From an optimization exercise on the open Yosys and OpenROAD flow, aimed at small area, a short achievable clock period and few clock cycles per item; shortcuts taken in it are not production practice.
Where RTL was checked, it was by simulation tests only, not by an equivalence proof against the original.
Only the layout flow was run in runs 1 to 4; the RTL was not checked for function there.
No activity file was given, so power comes from the tool's default toggle rates.

==> design.v <==
module cmpsub #(parameter W=32) (input [W-1:0] a, input [W-1:0] b, output [W-1:0] d, output c);
wire [W-1:0] p = a ^ ~b;
wire [W-1:0] g0 = a & ~b;
wire G_0_0 = g0[0] | p[0];
wire ng1 = g0[1] | (p[1] & G_0_0);
wire ng2 = g0[3] | (p[3] & g0[2]);
wire np2 = p[3] & p[2];
wire ng3 = g0[5] | (p[5] & g0[4]);
wire np3 = p[5] & p[4];
wire ng4 = g0[7] | (p[7] & g0[6]);
wire np4 = p[7] & p[6];
wire ng5 = g0[9] | (p[9] & g0[8]);
wire np5 = p[9] & p[8];
wire ng6 = g0[11] | (p[11] & g0[10]);
wire np6 = p[11] & p[10];
wire ng7 = g0[13] | (p[13] & g0[12]);
wire np7 = p[13] & p[12];
wire ng8 = g0[15] | (p[15] & g0[14]);
wire np8 = p[15] & p[14];
wire ng9 = g0[17] | (p[17] & g0[16]);
wire np9 = p[17] & p[16];
wire ng10 = g0[19] | (p[19] & g0[18]);
wire np10 = p[19] & p[18];
wire ng11 = g0[21] | (p[21] & g0[20]);
wire np11 = p[21] & p[20];
wire ng12 = g0[23] | (p[23] & g0[22]);
wire np12 = p[23] & p[22];
wire ng13 = g0[25] | (p[25] & g0[24]);
wire np13 = p[25] & p[24];
wire ng14 = g0[27] | (p[27] & g0[26]);
wire np14 = p[27] & p[26];
wire ng15 = g0[29] | (p[29] & g0[28]);
wire np15 = p[29] & p[28];
wire ng16 = g0[31] | (p[31] & g0[30]);
wire np16 = p[31] & p[30];
wire ng17 = ng2 | (np2 & ng1);
wire ng18 = ng4 | (np4 & ng3);
wire np18 = np4 & np3;
wire ng19 = ng6 | (np6 & ng5);
wire np19 = np6 & np5;
wire ng20 = ng8 | (np8 & ng7);
wire np20 = np8 & np7;
wire ng21 = ng10 | (np10 & ng9);
wire np21 = np10 & np9;
wire ng22 = ng12 | (np12 & ng11);
wire np22 = np12 & np11;
wire ng23 = ng14 | (np14 & ng13);
wire np23 = np14 & np13;
wire ng24 = ng16 | (np16 & ng15);
wire np24 = np16 & np15;
wire ng25 = ng18 | (np18 & ng17);
wire ng26 = ng20 | (np20 & ng19);
wire np26 = np20 & np19;
wire ng27 = ng22 | (np22 & ng21);
wire np27 = np22 & np21;
wire ng28 = ng24 | (np24 & ng23);
wire np28 = np24 & np23;
wire ng29 = ng26 | (np26 & ng25);
wire ng30 = ng28 | (np28 & ng27);
wire np30 = np28 & np27;
wire ng31 = ng30 | (np30 & ng29);
wire ng32 = ng27 | (np27 & ng29);
wire ng33 = ng19 | (np19 & ng25);
wire ng34 = ng21 | (np21 & ng29);
wire ng35 = ng23 | (np23 & ng32);
wire ng36 = ng3 | (np3 & ng17);
wire ng37 = ng5 | (np5 & ng25);
wire ng38 = ng7 | (np7 & ng33);
wire ng39 = ng9 | (np9 & ng29);
wire ng40 = ng11 | (np11 & ng34);
wire ng41 = ng13 | (np13 & ng32);
wire ng42 = ng15 | (np15 & ng35);
wire ng43 = g0[2] | (p[2] & ng1);
wire ng44 = g0[4] | (p[4] & ng17);
wire ng45 = g0[6] | (p[6] & ng36);
wire ng46 = g0[8] | (p[8] & ng25);
wire ng47 = g0[10] | (p[10] & ng37);
wire ng48 = g0[12] | (p[12] & ng33);
wire ng49 = g0[14] | (p[14] & ng38);
wire ng50 = g0[16] | (p[16] & ng29);
wire ng51 = g0[18] | (p[18] & ng39);
wire ng52 = g0[20] | (p[20] & ng34);
wire ng53 = g0[22] | (p[22] & ng40);
wire ng54 = g0[24] | (p[24] & ng32);
wire ng55 = g0[26] | (p[26] & ng41);
wire ng56 = g0[28] | (p[28] & ng35);
wire ng57 = g0[30] | (p[30] & ng42);
assign d[0] = ~p[0];
assign d[1] = p[1] ^ G_0_0;
assign d[2] = p[2] ^ ng1;
assign d[3] = p[3] ^ ng43;
assign d[4] = p[4] ^ ng17;
assign d[5] = p[5] ^ ng44;
assign d[6] = p[6] ^ ng36;
assign d[7] = p[7] ^ ng45;
assign d[8] = p[8] ^ ng25;
assign d[9] = p[9] ^ ng46;
assign d[10] = p[10] ^ ng37;
assign d[11] = p[11] ^ ng47;
assign d[12] = p[12] ^ ng33;
assign d[13] = p[13] ^ ng48;
assign d[14] = p[14] ^ ng38;
assign d[15] = p[15] ^ ng49;
assign d[16] = p[16] ^ ng29;
assign d[17] = p[17] ^ ng50;
assign d[18] = p[18] ^ ng39;
assign d[19] = p[19] ^ ng51;
assign d[20] = p[20] ^ ng34;
assign d[21] = p[21] ^ ng52;
assign d[22] = p[22] ^ ng40;
assign d[23] = p[23] ^ ng53;
assign d[24] = p[24] ^ ng32;
assign d[25] = p[25] ^ ng54;
assign d[26] = p[26] ^ ng41;
assign d[27] = p[27] ^ ng55;
assign d[28] = p[28] ^ ng35;
assign d[29] = p[29] ^ ng56;
assign d[30] = p[30] ^ ng42;
assign d[31] = p[31] ^ ng57;
assign c = ng31;
endmodule
module vector_divider #(
    parameter RAM_SIZE = 10,
    parameter N = 5,
    parameter NBITS = 32
)(
    input clock,
    input reset,
    output reg [RAM_SIZE-1:0] Addr,
    output [NBITS-1:0] Wdata,
    input [NBITS-1:0] Rdata,
    input [RAM_SIZE-1:0] Ndata,
    output reg Wenable,
    input startvd,
    output reg busyvd
);
localparam RX = 3;            
localparam XW = 32 + RX;      
localparam [3:0] IDLE = 4'd0,
                 C1   = 4'd1,    
                 C2   = 4'd2,    
                 D1   = 4'd3,    
                 P1   = 4'd4,    
                 P2   = 4'd5,    
                 E    = 4'd6,    
                 W1   = 4'd7,    
                 W2   = 4'd8;    
reg [3:0] state, nstate;
reg first, wsel;
reg [31:0] R, Q;
reg [XW-1:0] X;
reg [5:0] j;
wire [31:0] diff;
wire nb;
cmpsub #(.W(32)) u_sub (.a(R), .b(X[31:0]), .d(diff), .c(nb));
wire ge = nb & ~|X[XW-1:32];
wire ph1 = (state == D1) | (state == P1);
wire shl = ge & ~j[5];                  
wire last = (Addr[9:1] == Ndata[8:0]);  
wire done2 = (j == 6'd0);
assign Wdata = wsel ? Q : R;
always @(*) begin
    nstate = state;
    case (state)
        IDLE: if (startvd) nstate = C1;
        C1:   nstate = C2;
        C2:   nstate = D1;
        D1:   nstate = shl ? P1 : E;
        P1:   if (!shl) nstate = P2;
        P2:   if (done2) nstate = last ? W1 : C1;
        E:    nstate = last ? W1 : C1;
        W1:   nstate = W2;
        default: nstate = IDLE;
    endcase
end
always @(posedge clock) begin
    if (reset) begin
        state <= IDLE;
        Addr <= 10'd1;
        first <= 1'b0;
        busyvd <= 1'b0;
        Wenable <= 1'b0;
        wsel <= 1'b0;
    end else begin
        state <= nstate;
        busyvd <= (nstate != IDLE);
        wsel <= (nstate == D1) | (nstate == W2);
        Wenable <= ((nstate == C2) | (nstate == D1)) & ~first | (nstate == W1) | (nstate == W2);
        case (state)
            IDLE: if (startvd) begin
                Addr <= Addr - 10'd1;
                first <= 1'b1;
            end
            C1: Addr <= Addr - 10'd1;
            C2: Addr <= Addr - 10'd1;
            D1: begin
                Addr <= Addr + 10'd5;
                first <= 1'b0;
            end
            P2: if (done2) Addr <= last ? Addr - 10'd2 : Addr - 10'd1;
            E:  Addr <= last ? Addr - 10'd2 : Addr - 10'd1;
            W1: Addr <= Addr - 10'd1;
            W2: Addr <= 10'd1;
            default: ;
        endcase
    end
end
always @(posedge clock) begin
    if (state == C1)
        X <= {{RX{1'b0}}, Rdata};
    else if (ph1)
        X <= shl ? {X[XW-1-RX:0], {RX{1'b0}}} : {1'b0, X[XW-1:1]};
    else if (state == P2)
        X <= {1'b0, X[XW-1:1]};
    if (state == C2)
        R <= Rdata;
    else if (state == P2 && ge)
        R <= diff;
    if (state == D1)
        Q <= 32'd0;
    else if (state == P2)
        Q <= {Q[30:0], ge};
    if (state == C1)
        j <= 6'd0;
    else if (ph1)
        j <= shl ? j + RX : j - 6'd1;
    else if (state == P2)
        j <= j - 6'd1;
end
endmodule
==> run.sh <==
#!/bin/bash
# synth_recipe.tcl (not shown) runs the flow's synth.tcl, then flattens the netlist and writes it again
# the make line also repeats each setting of config.mk as NAME=value (left out here)
make -C /OpenROAD-flow-scripts/flow DESIGN_CONFIG=/design/flow/config.mk WORK_HOME=/design/flow/orfs CLKGATE_MAP_FILE= SYNTH_SCRIPT=/design/flow/synth_recipe.tcl finish
==> config.mk <==
export PLATFORM = sky130hd
export DESIGN_NAME = vector_divider
export DESIGN_NICKNAME = vector_divider
export VERILOG_FILES = /design/flow/design.v
export SDC_FILE = /design/flow/constraint.sdc
export NUM_CORES = 4
export LEC_CHECK = 0
export CAP_MARGIN = 20
export CORE_MARGIN = 2
export CORE_UTILIZATION = 40
export SLEW_MARGIN = 20
==> constraint.sdc <==
create_clock -name core_clock -period 4.5 [get_ports {clock}]
set_input_delay 0.9000 -clock core_clock [delete_from_list [all_inputs] [get_ports {clock}]]
set_output_delay 0.9000 -clock core_clock [all_outputs]
set_load 0.01 [all_outputs]
==> notes.md, run 1 <==
Core ar. -> 19330 um^2
Asr flop ratio synth -> 0%
Maximum VDD drop -> 0.2914 mV
Most common cell in the netlist -> nand2_1
Synth unique cells -> 69
Leakage power -> 0.003624 uW
Syn nets -> 1006
Slowest stage cell, crit path -> fa_1
Number of buffers created by CTS -> 17
Yosys top cell area share -> 24.53%
Cell area after layout -> 9513 um^2
EDFF count, synth -> 64
DR pass1 iterations -> 5
Synthesized area -> 7835 um^2
FF/Latch Area -> 3103 um^2
Top cells by count, synth -> 190 x nand2_1, 77 x a21oi_1, 69 x nor2_1, 64 x edfxtp_1, 59 x dfxtp_1
Layout cells sized above 1 -> 9.442%
Clock-pin slew on the worst setup and hold paths -> 0.06 ns
YS warnings -> 1
I/O Pins -> 89
CP delay by family, top -> compound AO/OA/AOI/OAI gates
Synth Flop Type -> edfxtp_1
Minimum clock period -> 3.629 ns
Initial antenna violation count -> 0
Clk root buf -> clkbuf_16
PortBufs -> 87
Largest net degree at the start of global routing -> 62
DP Wirelength -> 14150 um
Power density cells -> 481.4 nW/um^2
Crit-path max FO -> 3
Critical setup path kind -> reg2reg
Slew @ Worst Pin -> 0.9890 ns
Setup TNS -> 0 ns
Slew HR -> 33.66%
Syn avg cell area -> 8.629 um^2
RePlAce Congestion -> 0.8504
Vias in the first global route -> 6347
Top cell type by total area after synthesis -> edfxtp_1
Fin. Hold Viols -> 0
FP Rows -> 51
Crit path buf inv count -> 1
Hold crit path type -> reg2reg
Unrepaired setup endpoints after global routing -> false
WL/cell -> 16.07 um
DR vias/cell -> 5.298
CTS tree -> built
Critical path endpoint category -> flop
Critical Path AT -> 3.80 ns
Placed cell area -> 8932 um^2
Area Overhead vs Synth -> 21.41%
First-pass GRT wire length -> 33150 um
Crit-path max cell delay -> 0.45 ns
Post-CTS Setup Inserts -> 0
Area of the multi-input gates -> 4357 um^2
Count of final setup violators -> 0
Hold buffers post-CTS -> 0
Final WS setup -> 0.8709 ns
Chip Width -> 144.0 um
Max-cap violations -> 0
Skew final -> 0.01024 ns
Grt total ovfl -> 0
CTS Sinks -> 123
DR iter-0 viols -> 462
Register area share after synthesis -> 39.60%
Synth Register Bits -> 123
Post-Route WL -> 20080 um
Status -> timing/DRC/antenna clean
Worst setup SP type -> flop
Post-route DRC violation count -> 0
GRT Util Overall -> 20.46%
Post-Layout Cell Count -> 1250
CP cell instances -> ha_1 > fa_1 > nand2b_1 > a21oi_1 > o21ai_1 > a21oi_1 > a21bo_2 > inv_1 > o21a_1 > o21ai_0 > fa_1 > mux2_2
CTS max path bufs -> 2
H-tree depth -> 4
Post-CTS resize count -> 0
Max Slew Vio Count -> 0
Dominant cells by area after synthesis -> edfxtp_1 25%, dfxtp_1 15%, nand2_1 9.1%
DIE AREA -> 20720 um^2
Total power draw -> 4579 uW
Initial Utilization -> 40.52%
Placed Instances -> 1218
Via count -> 6622
Fill count -> 1848
Clk Latency, worst-skew pair -> 0.42 ns
Final #Nets -> 1070
Final worst-path cycle share -> 80.65%
Antenna Cells -> 0
Syn Inst Count -> 908
Fmax -> 275.6 MHz
Pre-CTS WS -> 0.8953 ns
Die height -> 144.0 um
CP required -> 4.67 ns
Detail Route Antenna Nets -> 0
report_power, final:
part / internal [uW] / total, uW / switching [uW] / leakage [uW]
logic: 769 / 1600 / 835 / 0.00227
clock network: 857 / 1350 / 493 / 0.000279
registers: 1440 / 1630 / 190 / 0.00107
logic make-up after synthesis:
kind of cell               after synthesis  share of synthesized area [%]
DFF                                    123                          39.60
and+or+nand+nor                        332                          18.22
muxes                                   43                          6.164
xor gates and xnor gates                28                          3.130
adders and majority gates               53                          9.997
buffers and inverters                  102                          5.078
AOI/OAI and AO/OA                      227                          17.81
tightest hold or removal path, stage by stage, from the launching register on:
cell     delay [ns]
dfxtp_1        0.30
nand2_1        0.05
a21oi_1        0.05
area by class of cell:
class	count	share of cell area, %
Tap cell	265	3.485
Sequential cell	123	32.62
Clock buffer	25	5.103
Multi-Input combinational cell	683	45.80
Timing Repair Buffer	97	10.07
Inverter	50	1.973
Clock inverter	7	0.9470
routing by layer:
metal | part of all wire (%) | track usage (%) | vias to the layer above
li1 | - | - | 3317
met1 | 49 | 29.56 | 3123
met2 | 45 | 31.63 | 171
met3 | 5.1 | 3.466 | 11
met4 | 0.72 | 5.676 | 0
met5 | 0 | 0 | -
per-stage QoR:
step                utilization [%]  hold slack (ns)
global route                  49.20           0.4800
global placement              46.20           0.4390
CTS                           49.17           0.4548
finish                        49.20           0.4517
floorplan                         -           0.4329
detailed placement            46.20           0.4471
path summary, 6_finish.rpt:
path              start  endpoint  slack [ns]  depth (start not counted)
hold / removal    Q[31]     Q[31]        0.45                          2
hold reg to reg   Q[31]     Q[31]        0.45                          2
setup / recovery   X[0]     R[30]        0.87                         12
setup reg to reg   X[0]     R[30]        0.87                         12
layout by cell type, fill, tap and decap left out, types with 32 or more instances in the layout:
cell	n
a21oi_1	77
a31oi_1	32
clkdlybuf4s50_1	87
dfxtp_1	59
edfxtp_1	64
ha_1	37
inv_1	49
mux2_2	38
nand2_1	189
nor2_1	68
o21ai_0	51
sequential cells by signal, indices dropped and copies added (netlist names):
signal   count
X           35
Q           32
R           32
Addr        10
j            6
state        4
Wenable      1
busyvd       1
first        1
wsel         1
==> run 2, diff against run 1 <==
--- a/design.v
+++ b/design.v
@@ -134,7 +134,7 @@
     input startvd,
     output reg busyvd
 );
-localparam RX = 3;            
+localparam RX = 4;            
 localparam XW = 32 + RX;      
 localparam [3:0] IDLE = 4'd0,
                  C1   = 4'd1,    
==> notes.md, run 2 <==
Status -> timing/DRC/antenna clean
Power density cells -> 668.4 nW/um^2
FP Rows -> 50
Top flop regs -> X x36, Q x32, R x32
Slew @ Worst Pin -> 1.033 ns
Top cells by count, synth -> 147 x nand2_1, 76 x a21oi_1, 64 x edfxtp_1, 64 x o21ai_0, 60 x dfxtp_1
Asr flop ratio synth -> 0%
Layout cells sized above 1 -> 9.237%
Synthesized area -> 7705 um^2
Setup TNS -> 0 ns
DR pass1 iterations -> 5
Most common cell in the netlist -> nand2_1
Fin. Hold Viols -> 0
Syn avg cell area -> 9.065 um^2
Total power draw -> 6259 uW
Biggest register -> X
Post-CTS resize count -> 0
Slowest stage cell, crit path -> fa_1
Critical Path AT -> 3.60 ns
Slew HR -> 31.11%
GRT Util Overall -> 20.04%
DIE AREA -> 20390 um^2
YS warnings -> 1
Fmax -> 291.7 MHz
Final WS setup -> 1.072 ns
CTS max path bufs -> 2
Clk root buf -> clkbuf_16
Vias in the first global route -> 6092
Core ar. -> 18830 um^2
RePlAce Congestion -> 0.8523
Hold crit path type -> reg2reg
Critical setup path kind -> reg2reg
Synth unique cells -> 60
First-pass GRT wire length -> 31910 um
Post-CTS Setup Inserts -> 0
Placed Instances -> 1159
Chip Width -> 142.8 um
Crit path buf inv count -> 0
Final worst-path cycle share -> 76.19%
Synth Flop Type -> edfxtp_1
Hold buffers post-CTS -> 0
Maximum VDD drop -> 0.3193 mV
Post-route DRC violation count -> 0
I/O Pins -> 89
Synth Register Bits -> 124
Detail Route Antenna Nets -> 0
Antenna Cells -> 0
Initial antenna violation count -> 0
CP required -> 4.67 ns
Most common cell after layout, fill and taps aside -> nand2_1
Crit-path max cell delay -> 0.45 ns
H-tree depth -> 4
Max Slew Vio Count -> 0
Crit-path max FO -> 3
PortBufs -> 87
Clock-pin slew on the worst setup and hold paths -> 0.06 ns
WL/cell -> 16.36 um
Worst setup SP type -> flop
Clk Latency, worst-skew pair -> 0.42 ns
Critical path endpoint category -> flop
Skew final -> 0.01296 ns
Register area share after synthesis -> 40.53%
Count of final setup violators -> 0
Fill count -> 1784
Syn Inst Count -> 850
Largest net degree at the start of global routing -> 66
DP Wirelength -> 13810 um
Adder-Cell Fraction of Synth Area -> 10.49%
CTS tree -> built
Die height -> 142.8 um
EDFF count, synth -> 64
CP cell instances -> ha_1 > fa_1 > nor2b_1 > o2111a_1 > o211ai_1 > nand3_1 > a21o_1 > a21o_1 > a31oi_1 > nor3_1 > fa_1 > mux2_2
Dominant cells by area after synthesis -> edfxtp_1 25%, dfxtp_1 16%, nand2_1 7.2%
Xor and xnor area share after synthesis -> 3.410%
Yosys top cell area share -> 24.94%
Mux cell area share after synthesis -> 6.333%
Post-Layout Cell Count -> 1191
Syn nets -> 950
Area Overhead vs Synth -> 21.53%
Commonest non-fill, non-tap cells in the layout -> 147 x nand2_1, 87 x clkdlybuf4s50_1, 76 x a21oi_1, 64 x edfxtp_1, 64 x o21ai_0
Minimum clock period -> 3.428 ns
Number of buffers created by CTS -> 17
Initial Utilization -> 40.92%
CP delay by family, top -> adder cells
Largest family of logic cells by synthesized area -> compound AO/OA/AOI/OAI gates
Max reg flops -> 36
Final #Nets -> 1018
Via count -> 6346
Max-cap violations -> 0
Fraction of the mapped netlist area in simple logic gates -> 15.10%
CTS Sinks -> 124
Leakage power -> 0.003523 uW
Unrepaired setup endpoints after global routing -> false
DR iter-0 viols -> 380
Post-Route WL -> 19490 um
Pre-CTS WS -> 1.061 ns
DR vias/cell -> 5.328
Grt total ovfl -> 0
Top cell type by total area after synthesis -> edfxtp_1
Post-synthesis compound-gate area fraction -> 18.90%
Hold Worst Slack -> 0.4678 ns
run 2: cell count changes after synthesis, moves of 4 or more:
cell | previous run | this run
nor3_1 | 11 | 31
o21ai_0 | 51 | 64
a221o_1 | 1 | 21
nand2_1 | 190 | 147
a31oi_1 | 32 | 6
nor2_1 | 69 | 32
o311ai_0 | 0 | 5
buf_2 | 3 | 7
o21a_1 | 6 | 2
inv_1 | 49 | 58
buf_1 | 8 | 2
run 2: cell families after synthesis:
logic type,Yosys count
mux,44
fa+ha+maj,55
compound gates,229
simple gates,263
buf+inv,105
xor+xnor,30
flops,124
run 2: final timing paths:
path	start	endpoint	slack, ns	cells after the start
max	X[0]	R[22]	1.07	12
min	Q[14]	Q[15]	0.47	2
max reg2reg	X[0]	R[22]	1.07	12
min reg2reg	Q[14]	Q[15]	0.47	2
run 2: where the power goes:
group	internal, uW	total (uW)	switching (uW)
sequential	1700	2030	328
clock	814	1300	489
combinational	1390	2930	1540
total	3910	6260	2350
run 2: metal layers:
layer	wire (um)	global-route usage, %	vias to the layer above
met2	8986	32.49	151
met3	855	4.192	13
met4	178	4.534	0
met5	0	0	-
met1	9466	27.65	2999
li1	-	-	3183
run 2: worst reg2reg max path, cell delays in order, from the launching register on:
cell and delay [ns]:
edfxtp_1 0.41, ha_1 0.22, fa_1 0.41, nor2b_1 0.16, o2111a_1 0.24, o211ai_1 0.16, nand3_1 0.21, a21o_1 0.14
a21o_1 0.17, a31oi_1 0.10, nor3_1 0.26, fa_1 0.45, mux2_2 0.26
run 2: cell type report:
class                   count  area, um^2  area share (%)
multi-input cells         621        4193           44.78
flip-flops and latches    124        3124           33.36
repair buffers             96       938.4           10.02
clock buffers              28       539.3           5.759
well taps                 260       325.3           3.474
inverters                  58       217.7           2.325
clock inverters             4       26.28          0.2806
run 2: stage by stage:
stage               area (um^2)  utilization, %
floorplan                  7705               -
global placement           8798           46.72
detailed placement         8798           46.72
CTS                        9364           49.73
global route               9364           49.73
finish                     9364           49.73
==> run 3, diff against run 2 <==
--- a/config.mk
+++ b/config.mk
@@ -7,5 +7,5 @@
 export LEC_CHECK = 0
 export CAP_MARGIN = 20
 export CORE_MARGIN = 2
-export CORE_UTILIZATION = 40
+export CORE_UTILIZATION = 65
 export SLEW_MARGIN = 20
==> notes.md, run 3 <==
DR pass1 iterations -> 17
Largest family of logic cells by synthesized area -> compound AO/OA/AOI/OAI gates
Fmax -> 281.6 MHz
Worst setup SP type -> flop
CTS tree -> built
CP required -> 4.67 ns
R2R Path Start -> X[0]
Synth unique cells -> 60
Register area share after synthesis -> 40.53%
Hold buffers post-CTS -> 0
Core ar. -> 11520 um^2
Hold crit path type -> reg2reg
Post-CTS Setup Inserts -> 0
Sw frac -> 37.35%
Post-Layout Cell Count -> 1076
Xor and xnor area share after synthesis -> 3.410%
RePlAce Congestion -> 0.9666
DR vias/cell -> 6.364
Unrepaired setup endpoints after global routing -> false
Post-Route WL -> 20310 um
Post-CTS resize count -> 0
Hold path start -> Q[4]
Count of final setup violators -> 0
DP Wirelength -> 14210 um
Detail Route Antenna Nets -> 0
Crit-path max FO -> 3
Minimum clock period -> 3.551 ns
Slew HR -> 31.28%
Max Slew Vio Count -> 0
Most common cell after layout, fill and taps aside -> nand2_1
Cell internal pwr -> 4146 uW
Area Overhead vs Synth -> 21.03%
Status -> timing/DRC/antenna clean
Top cells by count, synth -> 147 x nand2_1, 76 x a21oi_1, 64 x edfxtp_1, 64 x o21ai_0, 60 x dfxtp_1
Fin. Hold Viols -> 0
Synth Register Bits -> 124
Skew final -> 0.008054 ns
Syn Inst Count -> 850
Slew @ Worst Pin -> 1.031 ns
Power density cells -> 709.7 nW/um^2
Final worst-path cycle share -> 78.91%
DR iter-0 viols -> 720
Placed Instances -> 1044
Commonest non-fill, non-tap cells in the layout -> 147 x nand2_1, 87 x clkdlybuf4s50_1, 76 x a21oi_1, 64 x edfxtp_1, 64 x o21ai_0
Mux cell area share after synthesis -> 6.333%
Number of buffers created by CTS -> 17
Synthesized area -> 7705 um^2
Hold Worst Slack -> 0.4658 ns
Clock-pin slew on the worst setup and hold paths -> 0.05 ns
Via count -> 6848
EDFF count, synth -> 64
Leakage power -> 0.003565 uW
Yosys top cell area share -> 24.94%
Max-cap violations -> 0
Chip Width -> 112.9 um
Most common cell in the netlist -> nand2_1
CTS max path bufs -> 2
Syn nets -> 950
Max reg flops -> 36
Finished Core Util -> 80.98%
Vias in the first global route -> 6664
Clk root buf -> clkbuf_16
FF-to-FF path depth -> 12
Post-route DRC violation count -> 0
Clock power share -> 23.2%
Antenna Cells -> 0
Grt total ovfl -> 0
Post-synthesis compound-gate area fraction -> 18.90%
P_sw -> 2472 uW
Worst r2r dst -> R[22]
Final #Nets -> 1020
Initial antenna violation count -> 0
Syn avg cell area -> 9.065 um^2
WHS Path Cells -> 2
Top flop regs -> X x36, Q x32, R x32
First-pass GRT wire length -> 32670 um
WL/cell -> 18.88 um
Asr flop ratio synth -> 0%
Biggest register -> X
Adder-Cell Fraction of Synth Area -> 10.49%
Fraction of the mapped netlist area in simple logic gates -> 15.10%
Largest net degree at the start of global routing -> 55
Synth Flop Type -> edfxtp_1
Top cell type by total area after synthesis -> edfxtp_1
H-tree depth -> 4
Clk Latency, worst-skew pair -> 0.42 ns
Setup TNS -> 0 ns
I/O Pins -> 89
YS warnings -> 1
Comb pwr share -> 46.3%
Fill count -> 736
Flop pwr share -> 30.5%
Critical setup path kind -> reg2reg
Critical Path AT -> 3.72 ns
CTS Sinks -> 124
Hold Path Sink -> Q[5]
Maximum VDD drop -> 0.3832 mV
DIE AREA -> 12740 um^2
FP Rows -> 39
GRT Util Overall -> 32.58%
Layout cells sized above 1 -> 9.539%
Cell area after layout -> 9325 um^2
PortBufs -> 87
Critical path endpoint category -> flop
Dominant cells by area after synthesis -> edfxtp_1 25%, dfxtp_1 16%, nand2_1 7.2%
Placed cell area -> 8672 um^2
Initial Utilization -> 66.91%
Die height -> 112.9 um
Worst R2R Setup Slack -> 0.95 ns
## run 3: cell counts after synthesis
Identical to the previous run, type by type.
## run 3: stage by stage
step	total power [uW]	setup WS [ns]
floorplan	4068	1.476
global placement	4814	0.9895
detailed placement	5002	1.015
CTS	6581	1.012
global route	7028	0.8063
finish	6618	0.9491
## run 3: area by class of cell
| cell class | count | area, um^2 | share of cell area [%] |
|---|---|---|---|
| multi-input cells | 621 | 4199 | 45.03 |
| flip-flops and latches | 124 | 3123 | 33.49 |
| repair buffers | 98 | 953.4 | 10.22 |
| clock buffers | 18 | 429.2 | 4.602 |
| clock inverters | 14 | 224.0 | 2.402 |
| inverters | 58 | 217.7 | 2.335 |
| well taps | 143 | 178.9 | 1.919 |
## run 3: worst max-delay path by stage
stage	startpoint	end	slack [ns]	cells past startpoint
2_1_floorplan	X[0]	R[22]	1.48	12
3_3_place_gp	Ndata[5]	Addr[7]	0.99	9
3_5_place_dp	Ndata[5]	Addr[7]	1.01	9
4_1_cts	X[0]	R[22]	1.01	12
5_1_grt	X[0]	R[22]	0.81	12
6_report	X[0]	R[22]	0.95	12
## run 3: kinds of logic (layout without fill, tap and decap cells)
group	count (synthesis)	count (layout)
and+or+nand+nor	263	263
AOI/OAI and AO/OA	229	229
DFF	124	124
buffers and inverters	105	188
adders and majority gates	55	55
muxes	44	44
xor gates and xnor gates	30	30
## run 3: metal layers
metal | global-route usage, % | vias up | part of all wire [%] | routed length, um
met3 | 8.034 | 55 | 8.2 | 1660
met4 | 13.33 | 0 | 2.6 | 531
li1 | - | 3185 | - | -
met2 | 55.66 | 333 | 50 | 10110
met1 | 39.75 | 3275 | 39 | 8014
met5 | 0 | - | 0 | 0
## run 3: power groups by stage
stage          sequential, uW  combinational [uW]  clock (uW)
4_1_cts                  2020                3030        1530
5_1_grt                  2060                3370        1590
2_1_floorplan            1890                2170           0
3_5_place_dp             2030                2970           0
3_3_place_gp             2020                2800           0
6_report                 2020                3070        1530
## run 3: critical path: stages, from the launching register on
cell      delay (ns)
edfxtp_1        0.40
ha_1            0.22
fa_1            0.41
nor2b_1         0.17
o2111a_1        0.25
o211ai_1        0.17
nand3_1         0.21
a21o_1          0.14
a21o_1          0.18
a31oi_1         0.12
nor3_1          0.29
fa_1            0.46
mux2_2          0.27
==> run 4, diff against run 3 <==
--- a/config.mk
+++ b/config.mk
@@ -7,5 +7,5 @@
 export LEC_CHECK = 0
 export CAP_MARGIN = 20
 export CORE_MARGIN = 2
-export CORE_UTILIZATION = 65
+export CORE_UTILIZATION = 80
 export SLEW_MARGIN = 20
==> notes.md, run 4 <==
Status -> did not finish
Exit stage -> 4_1_cts
Log Error -> [ERROR DPL-0033] detailed placement checks failed during check placement.
Synthesized area -> 7705 um^2
Synth unique cells -> 60
H-tree depth -> 4
Chip Width -> 102.1 um
Post-CTS Setup Inserts -> 0
Post-CTS resize count -> 0
Top cells by count, synth -> 147 x nand2_1, 76 x a21oi_1, 64 x edfxtp_1, 64 x o21ai_0, 60 x dfxtp_1
Dominant cells by area after synthesis -> edfxtp_1 25%, dfxtp_1 16%, nand2_1 7.2%
Clk root buf -> clkbuf_8
I/O Pins -> 89
Most common cell in the netlist -> nand2_1
Initial Utilization -> 82.99%
Register area share after synthesis -> 40.53%
FP Rows -> 35
Top cell type by total area after synthesis -> edfxtp_1
Syn Inst Count -> 850
Hold buffers post-CTS -> 0
Yosys top cell area share -> 24.94%
DP Wirelength -> 17100 um
Asr flop ratio synth -> 0%
RePlAce Congestion -> 0.9612
Syn nets -> 950
Number of buffers created by CTS -> 17
Syn avg cell area -> 9.065 um^2
Synth Register Bits -> 124
PortBufs -> 87
Synth Flop Type -> edfxtp_1
CTS Sinks -> 124
YS warnings -> 1
Die height -> 102.1 um
EDFF count, synth -> 64
CTS max path bufs -> 2
Placed Instances -> 1031
==> run 4: stage by stage <==
stage / cell area [um^2] / worst slack (ns) / hold slack [ns] / power [uW]
3_5_place_dp: 8656 / 0.8919 / 0.4639 / 5206
3_3_place_gp: 8648 / 1.164 / 0.4460 / 4767
2_1_floorplan: 7705 / 1.476 / 0.4329 / 4068
==> run 4: worst min-delay path by stage <==
| stage | start | endpoint | slack, ns | depth (start not counted) |
|---|---|---|---|---|
| 2_1_floorplan | Q[31] | Q[31] | 0.43 | 2 |
| 3_3_place_gp | Q[29] | Q[30] | 0.45 | 2 |
| 3_5_place_dp | Q[6] | Q[6] | 0.46 | 2 |
==> run 4: power groups by stage <==
stage | clock network [uW] | logic, uW | registers (uW)
floorplan | 0 | 2170 | 1890
global placement | 0 | 2760 | 2000
detailed placement | 0 | 3160 | 2040
==> run 4: kinds of logic after synthesis <==
| logic type | Yosys count | synth area share, % |
|---|---|---|
| mux | 44 | 6.333 |
| xor+xnor | 30 | 3.410 |
| buf+inv | 105 | 5.229 |
| compound gates | 229 | 18.90 |
| simple gates | 263 | 15.10 |
| flops | 124 | 40.53 |
| fa+ha+maj | 55 | 10.49 |
==> run 5, diff against run 4 <==
--- a/design.v
+++ b/design.v
@@ -207,10 +207,10 @@
 end
 always @(posedge clock) begin
     if (state == C1)
-        X <= {{RX{1'b0}}, Rdata};
-    else if (ph1)
-        X <= shl ? {X[XW-1-RX:0], {RX{1'b0}}} : {1'b0, X[XW-1:1]};
-    else if (state == P2)
+        X <= {{RX-1{1'b0}}, Rdata, 1'b0};
+    else if (ph1 && shl)
+        X <= {X[XW-1-RX:0], {RX{1'b0}}};
+    else
         X <= {1'b0, X[XW-1:1]};
     if (state == C2)
         R <= Rdata;
@@ -221,10 +221,10 @@
     else if (state == P2)
         Q <= {Q[30:0], ge};
     if (state == C1)
-        j <= 6'd0;
-    else if (ph1)
-        j <= shl ? j + RX : j - 6'd1;
-    else if (state == P2)
+        j <= 6'd1;
+    else if (ph1 && shl)
+        j <= j + RX;
+    else
         j <= j - 6'd1;
 end
 endmodule
==> flow/run.sh (new file) <==
#!/bin/bash
cd "$(dirname "$0")/.."
cp standard.sh standard_sh_copy.log
export BUFFER_PORTS_ARGS="-buffer_cell sky130_fd_sc_hd__buf_1"
bash standard.sh > standard_run.log 2>&1
==> standard.sh (new file) <==
#!/bin/bash
# synth_recipe.tcl (not shown) runs the flow's synth.tcl, then flattens the netlist and writes it again
# the make line also repeats each setting of config.mk as NAME=value (left out here)
make -C /OpenROAD-flow-scripts/flow DESIGN_CONFIG=/design/flow/config.mk WORK_HOME=/design/flow/orfs CLKGATE_MAP_FILE= SYNTH_SCRIPT=/design/flow/synth_recipe.tcl "${@:-finish}"
--- a/config.mk
+++ b/config.mk
@@ -7,5 +7,5 @@
 export LEC_CHECK = 0
 export CAP_MARGIN = 20
 export CORE_MARGIN = 2
-export CORE_UTILIZATION = 80
+export CORE_UTILIZATION = 40
 export SLEW_MARGIN = 20
removed: run.sh
==> notes.md, run 5 <==
Adder-Cell Fraction of Synth Area -> 10.82%
Slowest stage cell, crit path -> or3_1
Register area share after synthesis -> 37.53%
Slew @ Worst Pin -> 0.9341 ns
Area of the multi-input gates -> 4250 um^2
Worst r2r dst -> R[3]
Worst setup SP type -> flop
Post-Route WL -> 19130 um
Antenna Cells -> 0
Most Crowded Layer GR -> met2
Commonest non-fill, non-tap cells in the layout -> 142 x nand2_1, 99 x a21oi_1, 91 x dfxtp_1, 87 x buf_1, 55 x o21ai_0
First-pass GRT wire length -> 31130 um
FP Rows -> 49
Post-CTS Setup Inserts -> 0
FF-to-FF path depth -> 12
DR iter-0 viols -> 340
CP required -> 4.59 ns
Fin. Hold Viols -> 0
Critical Path AT -> 3.61 ns
Post-CTS resize count -> 0
WL/cell -> 16.55 um
Critical path endpoint category -> flop
Final worst-path cycle share -> 78.36%
Worst R2R Setup Slack -> 0.97 ns
Fraction of the mapped netlist area in simple logic gates -> 14.99%
Max reg flops -> 36
Clk Latency, worst-skew pair -> 0.42 ns
Largest family of logic cells by synthesized area -> compound AO/OA/AOI/OAI gates
CTS tree -> built
Detail Route Antenna Nets -> 0
Vias in the first global route -> 6085
Hold crit path type -> reg2reg
Dominant cells by area after synthesis -> dfxtp_1 25%, edfxtp_1 13%, nand2_1 7.1%
Layout cells sized above 1 -> 10.68%
Synth Register Bits -> 124
Largest net degree at the start of global routing -> 39
GRT Util Overall -> 19.72%
DR pass1 iterations -> 5
I/O Pins -> 89
Leakage power -> 0.003245 uW
Biggest register -> X
Crit path buf inv count -> 2
Hold buffers post-CTS -> 0
Top cells by count, synth -> 142 x nand2_1, 99 x a21oi_1, 92 x dfxtp_1, 55 x o21ai_0, 53 x inv_1
Area Overhead vs Synth -> 15.36%
FF/Latch Area -> 2804 um^2
Slew HR -> 37.73%
R2R Path Start -> R[0]
Critical setup path kind -> reg2reg
Synth unique cells -> 67
Top flop regs -> X x36, Q x32, R x32
CP cell instances -> inv_1 > ha_1 > fa_1 > nand2b_1 > a21o_1 > a21oi_1 > o31a_1 > or2_1 > a31oi_1 > or3_1 > nand2b_2 > buf_4
Crit-path max cell delay -> 0.41 ns
Most common cell after layout, fill and taps aside -> nand2_1
Hold path start -> Q[31]
Setup TNS -> 0 ns
Yosys top cell area share -> 24.66%
Initial antenna violation count -> 0
Core ar. -> 18150 um^2
Chip Width -> 140.6 um
Mux cell area share after synthesis -> 5.998%
CTS Sinks -> 124
Final WS setup -> 0.9740 ns
WHS Path Cells -> 2
H-tree depth -> 4
Hold Path Sink -> Q[31]
Xor and xnor area share after synthesis -> 3.518%
Status -> timing/DRC/antenna clean
Syn avg cell area -> 8.807 um^2
Post-synthesis compound-gate area fraction -> 21.36%
Number of buffers created by CTS -> 17
DP Wirelength -> 13390 um
Count of final setup violators -> 0
DIE AREA -> 19780 um^2
Synthesized area -> 7468 um^2
Initial Utilization -> 41.15%
YS warnings -> 1
EDFF count, synth -> 32
Finished Core Util -> 47.48%
Syn Inst Count -> 848
Max-cap violations -> 0
Via count -> 6349
DR vias/cell -> 5.492
Grt met2 use -> 30.89%
Most common cell in the netlist -> nand2_1
Skew final -> 0.009268 ns
Top cell type by total area after synthesis -> dfxtp_1
Die height -> 140.6 um
CTS max path bufs -> 2
RePlAce Congestion -> 0.8805
Unrepaired setup endpoints after global routing -> false
Clk root buf -> clkbuf_16
Synth Flop Type -> dfxtp_1
Maximum VDD drop -> 0.4272 mV
Crit-path max FO -> 22
PortBufs -> 87
Fill count -> 1775
Met3 Use GR -> 4.314%
Power density cells -> 719.8 nW/um^2
Final #Nets -> 1014
Met1 Usage GRT -> 27.49%
Minimum clock period -> 3.526 ns
CP delay by family, top -> simple AND/OR/NAND/NOR gates
Max Slew Vio Count -> 0
Pre-CTS WS -> 0.9792 ns
Asr flop ratio synth -> 0%
Syn nets -> 948
Post-route DRC violation count -> 0
Clock-pin slew on the worst setup and hold paths -> 0.06 ns
Grt total ovfl -> 0
Fmax -> 283.6 MHz
-- run 5: worst max path at each step --
stage / cells past startpoint / from / to
6_report: 12 / R[0] / R[3]
5_1_grt: 12 / R[0] / R[7]
4_1_cts: 12 / R[0] / R[7]
3_5_place_dp: 12 / R[0] / R[9]
3_3_place_gp: 12 / R[0] / R[2]
2_1_floorplan: 11 / R[0] / R[0]
-- run 5: worst register-to-register path: cells and delay by family (launching register included) --
| family | cells | cell delay [ns] |
|---|---|---|
| compound gates | 4 | 0.73 |
| simple gates | 4 | 1.08 |
| buf+inv | 2 | 0.44 |
| flops | 1 | 0.32 |
| fa+ha+maj | 2 | 0.59 |
-- run 5: report_power, final --
group / internal [uW] / switching, uW / leakage, uW
Clock: 1020 / 541 / 0.000320
Sequential: 1600 / 318 / 0.00105
Combinational: 1240 / 1490 / 0.00187
Total: 3860 / 2340 / 0.00325
-- run 5: per-stage QoR --
stage                     total power (uW)  hold slack [ns]  instance area, um^2  std cells
after floorplan                       3997           0.4251                 7468        848
after global placement                4602           0.4345                 7949       1124
after detailed placement              4623           0.4464                 7949       1124
after CTS                             6246           0.4548                 8616       1156
after global routing                  6702           0.4682                 8616       1156
final                                 6202           0.4505                 8616       1156
-- run 5: layout make-up --
| type | count | area share [%] |
|---|---|---|
| tap | 229 | 3.326 |
| clock buffer | 19 | 5.257 |
| multi-input combinational | 620 | 49.33 |
| inverter | 53 | 2.309 |
| sequential | 124 | 32.54 |
| clock inverter | 13 | 2.483 |
| timing repair buffer | 98 | 4.749 |
-- run 5: per-layer routing --
metal	share of wire (%)	vias up	wire length [um]
li1	-	3159	-
met3	5.7	15	1083
met4	1.0	0	197
met5	0	-	0
met1	48	2992	9240
met2	45	183	8612
-- run 5: cell families after synthesis --
| logic type | Yosys count |
|---|---|
| AO/OA/AOI/OAI | 249 |
| AND/OR/NAND/NOR | 246 |
| flip-flops | 124 |
| buffers and inverters | 104 |
| adder cells (fa/ha/maj) | 55 |
| multiplexers | 40 |
| XOR/XNOR | 30 |
Testbench counts of run 5, summed over its fixed seeds: cycles 7,930, items 700.
==> run 6, diff against run 5 <==
--- a/config.mk
+++ b/config.mk
@@ -8,4 +8,6 @@
 export CAP_MARGIN = 20
 export CORE_MARGIN = 2
 export CORE_UTILIZATION = 40
+export CTS_BUF_LIST = sky130_fd_sc_hd__clkbuf_8
+export SETUP_SLACK_MARGIN = 1.3
 export SLEW_MARGIN = 20
==> notes.md, run 6 <==
Dominant cells by area after synthesis -> dfxtp_1 25%, edfxtp_1 13%, nand2_1 7.1%
Max Slew Vio Count -> 0
Critical Path AT -> 3.45 ns
Leakage power -> 0.003219 uW
First-pass GRT wire length -> 30770 um
Clk Latency, worst-skew pair -> 0.45 ns
Met3 Use GR -> 3.431%
Unrepaired setup endpoints after global routing -> true
FP Rows -> 49
Critical setup path kind -> reg2reg
Minimum clock period -> 3.247 ns
Core ar. -> 18150 um^2
Maximum VDD drop -> 0.3246 mV
Met1 Usage GRT -> 27.38%
CTS tree -> built
Die height -> 140.6 um
Power density cells -> 693.9 nW/um^2
H-tree depth -> 4
Synth unique cells -> 67
Fill count -> 1786
Top flop regs -> X x36, Q x32, R x32
Clk root buf -> clkbuf_8
Synth Flop Type -> dfxtp_1
Grt met2 use -> 30.50%
Vias in the first global route -> 5939
Max reg flops -> 36
Slew HR -> 29.04%
Commonest non-fill, non-tap cells in the layout -> 142 x nand2_1, 94 x a21oi_1, 91 x dfxtp_1, 87 x buf_1
Hold buffers post-CTS -> 0
DP Wirelength -> 13200 um
Grt total ovfl -> 0
Total power draw -> 5969 uW
Synthesized area -> 7468 um^2
GRT Util Overall -> 19.47%
Final worst-path cycle share -> 72.16%
Layout cells sized above 1 -> 13.86%
Most common cell in the netlist -> nand2_1
Biggest register -> X
Largest net degree at the start of global routing -> 46
PortBufs -> 87
Number of buffers created by CTS -> 17
Chip Width -> 140.6 um
Top cells by count, synth -> 142 x nand2_1, 99 x a21oi_1, 92 x dfxtp_1, 55 x o21ai_0, 53 x inv_1
Setup TNS -> 0 ns
Max-cap violations -> 0
Syn avg cell area -> 8.807 um^2
Syn Inst Count -> 848
Worst setup SP type -> flop
CP required -> 4.71 ns
CTS max path bufs -> 2
Pre-CTS WS -> 0.9835 ns
CTS Sinks -> 124
Synth Register Bits -> 124
Fin. Hold Viols -> 0
DR iter-0 viols -> 368
Fmax -> 308.0 MHz
Crit-path max FO -> 3
Final #Nets -> 1025
RePlAce Congestion -> 0.8276
Syn nets -> 948
Finished Core Util -> 47.40%
Register area share after synthesis -> 37.53%
EDFF count, synth -> 32
Clock-pin slew on the worst setup and hold paths -> 0.08 ns
Status -> timing/DRC/antenna clean
Post-Route WL -> 19090 um
Detail Route Antenna Nets -> 0
DR pass1 iterations -> 5
Critical path endpoint category -> flop
WL/cell -> 16.36 um
Most Crowded Layer GR -> met2
Asr flop ratio synth -> 0%
Initial Utilization -> 41.15%
Slew @ Worst Pin -> 1.062 ns
I/O Pins -> 89
DR vias/cell -> 5.452
Final WS setup -> 1.253 ns
Initial antenna violation count -> 0
Count of final setup violators -> 0
YS warnings -> 1
Yosys top cell area share -> 24.66%
Area Overhead vs Synth -> 15.18%
Antenna Cells -> 0
Skew final -> 0.008834 ns
Hold crit path type -> reg2reg
Top cell type by total area after synthesis -> dfxtp_1
Via count -> 6363
Most common cell after layout, fill and taps aside -> nand2_1
Post-route DRC violation count -> 0
DIE AREA -> 19780 um^2
run 6: cell counts after synthesis:
Identical to the previous run, type by type.
run 6: layout make-up:
type | instances | area (um^2) | share of cell area [%]
multi-input cells | 620 | 4367 | 50.76
flip-flops and latches | 124 | 2804 | 32.60
repair buffers | 109 | 504.2 | 5.862
well taps | 229 | 286.5 | 3.331
clock buffers | 20 | 275.3 | 3.200
inverters | 53 | 198.9 | 2.313
clock inverters | 12 | 166.4 | 1.935
run 6: critical path, cell delays in order, from the launching register on:
cell and delay, ns:
edfxtp_1 0.34, inv_2 0.05, ha_4 0.15, fa_2 0.34, nand2b_4 0.15, a21o_1 0.19, a21oi_2 0.16, o31a_1 0.24
or2_4 0.16, a21o_1 0.15, a41oi_2 0.16, a21oi_2 0.19, fa_2 0.44, mux2_4 0.27
run 6: routing by layer:
layer  vias to the layer above  share of wire [%]
li1                       3176                  -
met3                        21                4.3
met4                         0                1.7
met1                      3017                 48
met5                         -                  0
met2                       149                 46
run 6: path summary, 6_finish.rpt:
path,from,to,slack [ns],depth (start not counted)
setup / recovery,R[0],R[22],1.25,13
hold / removal,Q[31],Q[31],0.46,2
setup reg to reg,R[0],R[22],1.25,13
hold reg to reg,Q[31],Q[31],0.46,2
run 6: stage by stage:
| step | area (um^2) | instances | hold WS [ns] |
|---|---|---|---|
| 2_1_floorplan | 7471 | 848 | 0.4251 |
| 3_3_place_gp | 7934 | 1122 | 0.4348 |
| 3_5_place_dp | 7934 | 1122 | 0.4498 |
| 4_1_cts | 8488 | 1159 | 0.4608 |
| 5_1_grt | 8602 | 1167 | 0.4694 |
| 6_report | 8602 | 1167 | 0.4583 |
run 6: repair_timing:
action / in CTS / in global routing
pin swaps: 7 / 9
gates resized for setup: 17 / 14
setup endpoints to repair: 31 / 62
buffers inserted: 5 / 8
run 6: power breakdown:
part	internal [uW]	switching (uW)	total [uW]
registers	1600	324	1930
logic	1380	1550	2930
clock network	643	466	1110
total	3630	2340	5970
run 6: logic make-up (layout without fill, tap and decap cells):
kind of cell | count (synthesis) | count (layout) | synth area share (%)
compound gates | 249 | 249 | 21.36
xor+xnor | 30 | 30 | 3.518
fa+ha+maj | 55 | 55 | 10.82
buf+inv | 104 | 194 | 5.780
flops | 124 | 124 | 37.53
mux | 40 | 40 | 5.998
simple gates | 246 | 246 | 14.99
==> run 7, diff against run 6 <==
--- a/config.mk
+++ b/config.mk
@@ -9,5 +9,5 @@
 export CORE_MARGIN = 2
 export CORE_UTILIZATION = 40
 export CTS_BUF_LIST = sky130_fd_sc_hd__clkbuf_8
-export SETUP_SLACK_MARGIN = 1.3
+export SETUP_SLACK_MARGIN = 1.8
 export SLEW_MARGIN = 20
==> notes.md, run 7 <==
CTS Sinks -> 124
DR vias/cell -> 5.444
CTS tree -> built
Adder-Cell Fraction of Synth Area -> 10.82%
Max Slew Vio Count -> 0
Syn avg cell area -> 8.807 um^2
Dominant cells by area after synthesis -> dfxtp_1 25%, edfxtp_1 13%, nand2_1 7.1%
Fmax -> 310.3 MHz
Total power draw -> 6426 uW
Fin. Hold Viols -> 0
Synthesized area -> 7468 um^2
CP cell instances -> ha_1 > o21a_1 > o21ai_1 > a21oi_2 > o31a_1 > buf_6 > o21ai_4 > nand2_4 > a21o_1 > a21o_1 > fa_2 > mux2_2
Post-Route WL -> 19910 um
Synth unique cells -> 67
Top cell type by total area after synthesis -> dfxtp_1
WHS Path Cells -> 2
Slew @ Worst Pin -> 0.8402 ns
CTS max path bufs -> 2
Commonest non-fill, non-tap cells in the layout -> 141 x nand2_1, 93 x a21oi_1, 88 x dfxtp_1, 87 x buf_1, 52 x inv_1
Most common cell after layout, fill and taps aside -> nand2_1
Critical path endpoint category -> flop
GRT Util Overall -> 20.22%
Antenna Cells -> 0
Chip Width -> 140.6 um
Count of final setup violators -> 0
Syn nets -> 948
Unrepaired setup endpoints after global routing -> true
Setup TNS -> 0 ns
Clk root buf -> clkbuf_8
DR iter-0 viols -> 419
Worst setup SP type -> flop
Core ar. -> 18150 um^2
Final #Nets -> 1046
Synth Register Bits -> 124
Power density cells -> 703.5 nW/um^2
Register area share after synthesis -> 37.53%
Layout cells sized above 1 -> 18.04%
CP required -> 4.70 ns
Largest family of logic cells by synthesized area -> compound AO/OA/AOI/OAI gates
Top flop regs -> X x36, Q x32, R x32
Critical Path AT -> 3.43 ns
Most common cell in the netlist -> nand2_1
Initial Utilization -> 41.15%
YS warnings -> 1
DIE AREA -> 19780 um^2
Top cells by count, synth -> 142 x nand2_1, 99 x a21oi_1, 92 x dfxtp_1, 55 x o21ai_0, 53 x inv_1
Critical setup path kind -> reg2reg
Die height -> 140.6 um
Slowest stage cell, crit path -> fa_2
Crit-path max cell delay -> 0.43 ns
Maximum VDD drop -> 0.2741 mV
DR pass1 iterations -> 5
Post-route DRC violation count -> 0
Detail Route Antenna Nets -> 0
Biggest register -> X
Crit-path most repeated cell -> a21o_1
Leakage power -> 0.003422 uW
First-pass GRT wire length -> 32000 um
Xor and xnor area share after synthesis -> 3.518%
Slew HR -> 43.40%
Yosys top cell area share -> 24.66%
FF-to-FF path depth -> 12
Grt total ovfl -> 0
Syn Inst Count -> 848
PortBufs -> 87
Clk Latency, worst-skew pair -> 0.46 ns
Crit-path max FO -> 3
Minimum clock period -> 3.222 ns
Asr flop ratio synth -> 0%
Post-synthesis compound-gate area fraction -> 21.36%
Vias in the first global route -> 6201
WL/cell -> 16.76 um
Synth Flop Type -> dfxtp_1
Clock-pin slew on the worst setup and hold paths -> 0.08 ns
Mux cell area share after synthesis -> 5.998%
Area Overhead vs Synth -> 22.32%
Max-cap violations -> 0
I/O Pins -> 89
Via count -> 6467
Status -> timing/DRC/antenna clean
Fraction of the mapped netlist area in simple logic gates -> 14.99%
Hold crit path type -> reg2reg
Skew final -> 0.01277 ns
Fill count -> 1779
DP Wirelength -> 13470 um
Max reg flops -> 36
FP Rows -> 49
EDFF count, synth -> 32
Initial antenna violation count -> 0
Largest net degree at the start of global routing -> 40
H-tree depth -> 4
Final worst-path cycle share -> 71.61%
RePlAce Congestion -> 0.8451
Finished Core Util -> 50.34%
Number of buffers created by CTS -> 17
## run 7: cell counts after synthesis
Identical to the previous run, type by type.
## run 7: stage by stage
step	area, um^2	setup slack, ns	instances	hold WS [ns]
floorplan	7526	1.518	848	0.4251
global placement	7996	1.184	1123	0.4367
detailed placement	7996	1.189	1123	0.4508
CTS	8936	1.357	1178	0.4631
global route	9135	1.189	1188	0.4815
finish	9135	1.278	1188	0.4578
## run 7: kinds of logic after synthesis
family / count (synthesis)
buf+inv: 104
xor+xnor: 30
fa+ha+maj: 55
flops: 124
mux: 40
compound gates: 249
simple gates: 246
## run 7: layout make-up
cell class                      count  area, um^2  share of cell area, %
Clock buffer                       18       247.7                  2.712
Multi-Input combinational cell    621        4513                  49.40
Clock inverter                     14       241.5                  2.643
Inverter                           53       198.9                  2.178
Tap cell                          229       286.5                  3.137
Sequential cell                   124        2810                  30.76
Timing Repair Buffer              129       837.1                  9.163
## run 7: final timing paths
kind,slack (ns),to,start
max,1.28,R[26],R[6]
min reg2reg,0.46,Q[9],Q[8]
max reg2reg,1.28,R[26],R[6]
min,0.46,Q[9],Q[8]
## run 7: power breakdown
part	internal, uW	switching, uW	total [uW]	leakage [uW]
logic	1610	1670	3280	0.00214
clock network	732	484	1220	0.000231
registers	1600	325	1930	0.00105
total	3940	2480	6430	0.00342
## run 7: critical path: cells and delay by family (launching register included)
kind,cells,cell delay (ns)
AO/OA/AOI/OAI,7,1.30
adder cells (fa/ha/maj),2,0.76
flip-flops,1,0.42
buffers and inverters,1,0.14
multiplexers,1,0.26
AND/OR/NAND/NOR,1,0.09
## run 7: timing repair
action                                 CTS  global route
cloned                                   3             1
resized for setup                       40            30
setup endpoints to repair              115           102
pin swaps                               10            13
hold buffers                             0             0
setup buffers                           20             9
endpoints found under the hold margin    0             0
## run 7: layer usage
layer	vias up	track usage, %	part of all wire, %
met5	-	0	0
met4	0	6.263	1.9
met3	23	4.144	4.7
met2	154	31.37	46
met1	3067	28.47	48
li1	3223	-	-
==> run 8, diff against run 7 <==
--- a/config.mk
+++ b/config.mk
@@ -8,6 +8,7 @@
 export CAP_MARGIN = 20
 export CORE_MARGIN = 2
 export CORE_UTILIZATION = 40
-export CTS_BUF_LIST = sky130_fd_sc_hd__clkbuf_8
-export SETUP_SLACK_MARGIN = 1.8
+export CTS_BUF_LIST = sky130_fd_sc_hd__clkbuf_4 sky130_fd_sc_hd__clkbuf_8
+export CTS_CLUSTER_DIAMETER = 100
+export CTS_CLUSTER_SIZE = 30
 export SLEW_MARGIN = 20
==> notes.md, run 8 <==
Hold buffers post-CTS -> 0
Cell area after layout -> 8424 um^2
Asr flop ratio synth -> 0%
Commonest non-fill, non-tap cells in the layout -> 142 x nand2_1, 99 x a21oi_1, 91 x dfxtp_1, 87 x buf_1, 55 x o21ai_0
Placed Instances -> 1124
Biggest register -> X
Sw frac -> 39.39%
Flop pwr share -> 33.0%
Fin. Hold Viols -> 0
DR vias/cell -> 5.484
CP required -> 4.62 ns
Most common cell in the netlist -> nand2_1
Die height -> 140.6 um
Crit-path max cell delay -> 0.41 ns
Post-CTS Setup Inserts -> 0
Layout cells sized above 1 -> 10.68%
CTS Sinks -> 124
H-tree depth -> 4
Clock power share -> 20.6%
RePlAce Congestion -> 0.8805
Syn avg cell area -> 8.807 um^2
Clk root buf -> clkbuf_8
Finished Core Util -> 46.42%
Final #Nets -> 1014
Cell internal pwr -> 3527 uW
EDFF count, synth -> 32
Synth Flop Type -> dfxtp_1
Top cells by count, synth -> 142 x nand2_1, 99 x a21oi_1, 92 x dfxtp_1, 55 x o21ai_0, 53 x inv_1
Unrepaired setup endpoints after global routing -> false
Post-Route WL -> 19060 um
Number of buffers created by CTS -> 17
Clk Latency, worst-skew pair -> 0.46 ns
Largest net degree at the start of global routing -> 39
Via count -> 6340
Yosys top cell area share -> 24.66%
Syn nets -> 948
Worst setup SP type -> flop
Placed cell area -> 7949 um^2
Critical setup path kind -> reg2reg
DR pass1 iterations -> 6
First-pass GRT wire length -> 31060 um
Max reg flops -> 36
Minimum clock period -> 3.539 ns
Power density cells -> 690.6 nW/um^2
Fmax -> 282.6 MHz
Setup TNS -> 0 ns
Initial antenna violation count -> 0
Post-Layout Cell Count -> 1156
CTS max path bufs -> 2
I/O Pins -> 89
CP cell instances -> inv_1 > ha_1 > fa_1 > nand2b_1 > a21o_1 > a21oi_1 > o31a_1 > or2_1 > a31oi_1 > or3_1 > nand2b_2 > buf_4
YS warnings -> 1
Post-route DRC violation count -> 0
Dominant cells by area after synthesis -> dfxtp_1 25%, edfxtp_1 13%, nand2_1 7.1%
Hold crit path type -> reg2reg
Synthesized area -> 7468 um^2
Skew final -> 0.01485 ns
Post-CTS resize count -> 0
GRT Util Overall -> 19.69%
Crit-path max FO -> 22
Initial Utilization -> 41.15%
DIE AREA -> 19780 um^2
Chip Width -> 140.6 um
P_sw -> 2292 uW
Slew HR -> 38.55%
Status -> timing/DRC/antenna clean
Max Slew Vio Count -> 0
Synth unique cells -> 67
Detail Route Antenna Nets -> 0
Clock-pin slew on the worst setup and hold paths -> 0.08 ns
Top cell type by total area after synthesis -> dfxtp_1
Critical path endpoint category -> flop
Synth Register Bits -> 124
DP Wirelength -> 13390 um
Slew @ Worst Pin -> 0.9218 ns
Vias in the first global route -> 6068
Antenna Cells -> 0
Hold Worst Slack -> 0.4525 ns
Top flop regs -> X x36, Q x32, R x32
Most common cell after layout, fill and taps aside -> nand2_1
Maximum VDD drop -> 0.3335 mV
Register area share after synthesis -> 37.53%
Comb pwr share -> 46.5%
Grt total ovfl -> 0
CTS tree -> built
Syn Inst Count -> 848
FP Rows -> 49
DR iter-0 viols -> 358
Leakage power -> 0.003158 uW
Core ar. -> 18150 um^2
Max-cap violations -> 0
Area Overhead vs Synth -> 12.80%
Slowest stage cell, crit path -> or3_1
PortBufs -> 87
WL/cell -> 16.48 um
Final worst-path cycle share -> 78.65%
Count of final setup violators -> 0
Critical Path AT -> 3.66 ns
[run 8: path summary, 6_finish.rpt]
kind,from,to,slack [ns],depth (start not counted)
max,R[0],R[3],0.96,12
min,Q[31],Q[31],0.45,2
max reg2reg,R[0],R[3],0.96,12
min reg2reg,Q[31],Q[31],0.45,2
[run 8: final cells by class]
class / count / area (um^2)
Fill cell: 1801 / 9723
Multi-Input combinational cell: 620 / 4250
Sequential cell: 124 / 2804
Timing Repair Buffer: 98 / 409.1
Tap cell: 229 / 286.5
Clock buffer: 19 / 261.5
Clock inverter: 13 / 214.0
Inverter: 53 / 198.9
[run 8: per-stage QoR]
stage | power (uW) | setup slack (ns)
after detailed placement | 4623 | 0.9792
after floorplan | 3997 | 1.196
final | 5818 | 0.9609
after global placement | 4602 | 0.9484
after global routing | 6317 | 0.7826
after CTS | 5856 | 0.9322
[run 8: cells by family (layout without fill, tap and decap cells)]
logic type	count (synthesis)	count (layout)	share of synthesized area (%)
AOI/OAI and AO/OA	249	249	21.36
xor gates and xnor gates	30	30	3.518
adders and majority gates	55	55	10.82
buffers and inverters	104	183	5.780
DFF	124	124	37.53
muxes	40	40	5.998
and+or+nand+nor	246	246	14.99
[run 8: worst max-delay path: cells and delay by family, from the launching register on]
kind	cells	cell delay [ns]
simple gates	4	1.08
compound gates	4	0.73
fa+ha+maj	2	0.59
buf+inv	2	0.44
flops	1	0.33
[run 8: power groups by stage]
stage / Clock, uW / Sequential, uW / Combinational [uW]
after global routing: 1260 / 1970 / 3090
after floorplan: 0 / 1800 / 2200
after CTS: 1210 / 1920 / 2720
after detailed placement: 0 / 1940 / 2680
final: 1200 / 1920 / 2700
after global placement: 0 / 1940 / 2660
[run 8: routing by layer]
metal	up-vias	GRT usage [%]	routed length (um)
met5	-	0	0
met4	0	5.632	233
met3	19	4.314	940
met2	162	30.86	8556
met1	2998	27.47	9324
li1	3161	-	-
==> run 9, diff against run 8 <==
==> run.sh (new file) <==
#!/bin/bash
# synth_recipe.tcl (not shown) runs the flow's synth.tcl, then flattens the netlist and writes it again
# the make line also repeats each setting of config.mk as NAME=value (left out here)
make -C /OpenROAD-flow-scripts/flow DESIGN_CONFIG=/design/flow/config.mk WORK_HOME=/design/flow/orfs CLKGATE_MAP_FILE= SYNTH_SCRIPT=/design/flow/synth_recipe.tcl finish
--- a/config.mk
+++ b/config.mk
@@ -8,7 +8,4 @@
 export CAP_MARGIN = 20
 export CORE_MARGIN = 2
 export CORE_UTILIZATION = 40
-export CTS_BUF_LIST = sky130_fd_sc_hd__clkbuf_4 sky130_fd_sc_hd__clkbuf_8
-export CTS_CLUSTER_DIAMETER = 100
-export CTS_CLUSTER_SIZE = 30
 export SLEW_MARGIN = 20
removed: flow/run.sh
removed: standard.sh
==> notes.md, run 9 <==
Count of final setup violators -> 0
Slew HR -> 35.38%
Critical Path AT -> 3.61 ns
Critical Path Sink -> R[22]
Status -> timing/DRC/antenna clean
Most common cell in the netlist -> nand2_1
Initial Utilization -> 41.15%
Setup TNS -> 0 ns
Clock-pin slew on the worst setup and hold paths -> 0.06 ns
Critical setup path kind -> reg2reg
Critical path endpoint category -> flop
I/O Pins -> 89
Dominant cells by area after synthesis -> dfxtp_1 25%, edfxtp_1 13%, nand2_1 7.1%
H-tree depth -> 4
Crit path buf inv count -> 1
FF-to-FF path depth -> 13
Top flop regs -> X x36, Q x32, R x32
Antenna Cells -> 0
Crit-path max FO -> 3
Clk root buf -> clkbuf_16
Minimum clock period -> 3.437 ns
Pre-CTS WS -> 1.066 ns
DR iter-0 viols -> 386
Hold Worst Slack -> 0.4514 ns
Leakage power -> 0.003465 uW
RePlAce Congestion -> 0.8523
Hold crit path type -> reg2reg
FP Rows -> 49
Levels on crit path -> 13
Asr flop ratio synth -> 0%
Placed cell area -> 8491 um^2
Post-Route WL -> 18910 um
Synth Register Bits -> 124
Clk Latency, worst-skew pair -> 0.42 ns
Clock power share -> 22.8%
Post-CTS resize count -> 0
Slowest stage cell, crit path -> fa_1
Syn Inst Count -> 848
WL/cell -> 16.36 um
Fmax -> 290.9 MHz
Initial antenna violation count -> 0
Vias in the first global route -> 6118
Synthesized area -> 7468 um^2
Fill count -> 1737
Number of buffers created by CTS -> 17
Power density cells -> 683.6 nW/um^2
Worst r2r dst -> R[22]
YS warnings -> 1
GRT Util Overall -> 19.76%
Detail Route Antenna Nets -> 0
CP required -> 4.67 ns
CTS tree -> built
Critical path origin -> R[0]
Core ar. -> 18150 um^2
Placed Instances -> 1124
Top cell type by total area after synthesis -> dfxtp_1
Commonest non-fill, non-tap cells in the layout -> 142 x nand2_1, 99 x a21oi_1, 91 x dfxtp_1, 87 x clkdlybuf4s50_1, 55 x o21ai_0
Syn avg cell area -> 8.807 um^2
Cell area after layout -> 9101 um^2
Maximum VDD drop -> 0.3090 mV
DIE AREA -> 19780 um^2
Flop pwr share -> 31.0%
Top cells by count, synth -> 142 x nand2_1, 99 x a21oi_1, 92 x dfxtp_1, 55 x o21ai_0, 53 x inv_1
Max reg flops -> 36
Cell internal pwr -> 3940 uW
Biggest register -> X
Post-Layout Cell Count -> 1156
Die height -> 140.6 um
Fin. Hold Viols -> 0
Post-CTS Setup Inserts -> 0
Final #Nets -> 1014
Final WS setup -> 1.063 ns
Max-cap violations -> 0
CTS Sinks -> 124
R2R Path Start -> R[0]
Hold buffers post-CTS -> 0
P_sw -> 2281 uW
Most common cell after layout, fill and taps aside -> nand2_1
Grt total ovfl -> 0
Sw frac -> 36.66%
Via count -> 6250
Register area share after synthesis -> 37.53%
Worst setup SP type -> flop
Synth unique cells -> 67
Syn nets -> 948
Area Overhead vs Synth -> 21.86%
Skew final -> 0.009743 ns
Largest net degree at the start of global routing -> 48
Comb pwr share -> 46.3%
DR pass1 iterations -> 5
Yosys top cell area share -> 24.66%
Crit-path max cell delay -> 0.44 ns
First-pass GRT wire length -> 31420 um
EDFF count, synth -> 32
DP Wirelength -> 13330 um
Layout cells sized above 1 -> 10.25%
Worst R2R Setup Slack -> 1.06 ns
Chip Width -> 140.6 um
Slew @ Worst Pin -> 0.9693 ns
Unrepaired setup endpoints after global routing -> false
DR vias/cell -> 5.407
Synth Flop Type -> dfxtp_1
Post-route DRC violation count -> 0
CP cell instances -> inv_1 > ha_1 > fa_1 > nand2b_1 > a21o_1 > a21oi_1 > o31a_1 > or2_1 > a21o_1 > a41oi_1 > a21oi_1 > fa_1 > mux2_2
Max Slew Vio Count -> 0
CTS max path bufs -> 2
Final worst-path cycle share -> 76.38%
PortBufs -> 87
CP delay by family, top -> compound AO/OA/AOI/OAI gates
[run 9: cell families after synthesis]
logic type,after synthesis,share of synthesized area [%]
XOR/XNOR,30,3.518
buffers and inverters,104,5.780
adder cells (fa/ha/maj),55,10.82
multiplexers,40,5.998
AND/OR/NAND/NOR,246,14.99
flip-flops,124,37.53
AO/OA/AOI/OAI,249,21.36
[run 9: routing by layer]
layer	part of all wire, %	track usage, %
met5	0	0
met3	4.7	4.178
met2	45	30.86
met1	49	27.58
met4	1.5	6.000
[run 9: area by class of cell]
class / count / area [um^2] / area share, %
Multi-Input combinational cell: 620 / 4248 / 46.67
Sequential cell: 124 / 2804 / 30.81
Timing Repair Buffer: 98 / 953.4 / 10.48
Clock buffer: 26 / 530.5 / 5.829
Tap cell: 229 / 286.5 / 3.148
Inverter: 53 / 198.9 / 2.186
Clock inverter: 6 / 80.08 / 0.8798
[run 9: worst register-to-register path: stages (launching register included)]
cell and delay, ns:
edfxtp_1 0.32, inv_1 0.05, ha_1 0.20, fa_1 0.39, nand2b_1 0.18, a21o_1 0.19, a21oi_1 0.20, o31a_1 0.25
or2_1 0.20, a21o_1 0.15, a41oi_1 0.15, a21oi_1 0.23, fa_1 0.44, mux2_2 0.26
[run 9: power groups by stage]
stage                     sequential, uW  combinational [uW]  clock [uW]
final                               1930                2880        1420
after CTS                           1930                2900        1440
after global routing                1990                3290        1490
after floorplan                     1800                2200           0
after detailed placement            1950                2860           0
after global placement              1950                2840           0
[run 9: worst min path at each step]
| stage | from | endpoint | slack, ns | cells after the start |
|---|---|---|---|---|
| after floorplan | j[1] | j[1] | 0.43 | 2 |
| after global placement | j[1] | j[1] | 0.44 | 2 |
| after detailed placement | j[1] | j[1] | 0.45 | 2 |
| after CTS | Q[31] | Q[31] | 0.45 | 2 |
| after global routing | Q[16] | Q[17] | 0.47 | 2 |
| final | Q[31] | Q[31] | 0.45 | 2 |
[run 9: stage by stage]
stage,utilization (%),total power [uW]
final,50.15,6221
after global routing,50.15,6763
after CTS,50.15,6263
after detailed placement,46.79,4805
after global placement,46.79,4789
after floorplan,-,3997

==> what the ideal ports hide <==
Ports are ideal in the flow. The routed layouts listed here were re-timed in OpenROAD.
Step 1 assumes that a clkbuf_16 drives the clock port and a buf_2 every other input.
Step 2 also shifts input and output timing later by t, the mid clock arrival at the registers, as if the neighbouring blocks saw the same clock.
Three values: no drivers, after step 1, after step 2; two values: the first two.
run | t, ns | slack for setup (ns) | worst data-port slew with drivers (ns) | pins driven straight from the clock port
run 1 | 0.454 | 0.871 / 0.871 / 0.871 | 0.04 | 1
run 2 | 0.461 | 1.072 / 1.072 / 1.010 | 0.04 | 1
run 3 | 0.462 | 0.949 / 0.949 / 0.874 | 0.04 | 1
run 5 | 0.463 | 0.974 / 0.974 / 0.974 | 0.04 | 1
run 6 | 0.486 | 1.253 / 1.253 / 1.253 | 0.04 | 1
run 7 | 0.488 | 1.278 / 1.278 / 1.278 | 0.04 | 1
run 8 | 0.493 | 0.961 / 0.961 / 0.961 | 0.04 | 1
run 9 | 0.460 | 1.063 / 1.063 / 1.063 | 0.04 | 1
After both steps every run listed still meets setup and hold. For run 3, which loses most, drivers alone change the setup slack by 0.000 ns; drivers and shift together by -0.075 ns.
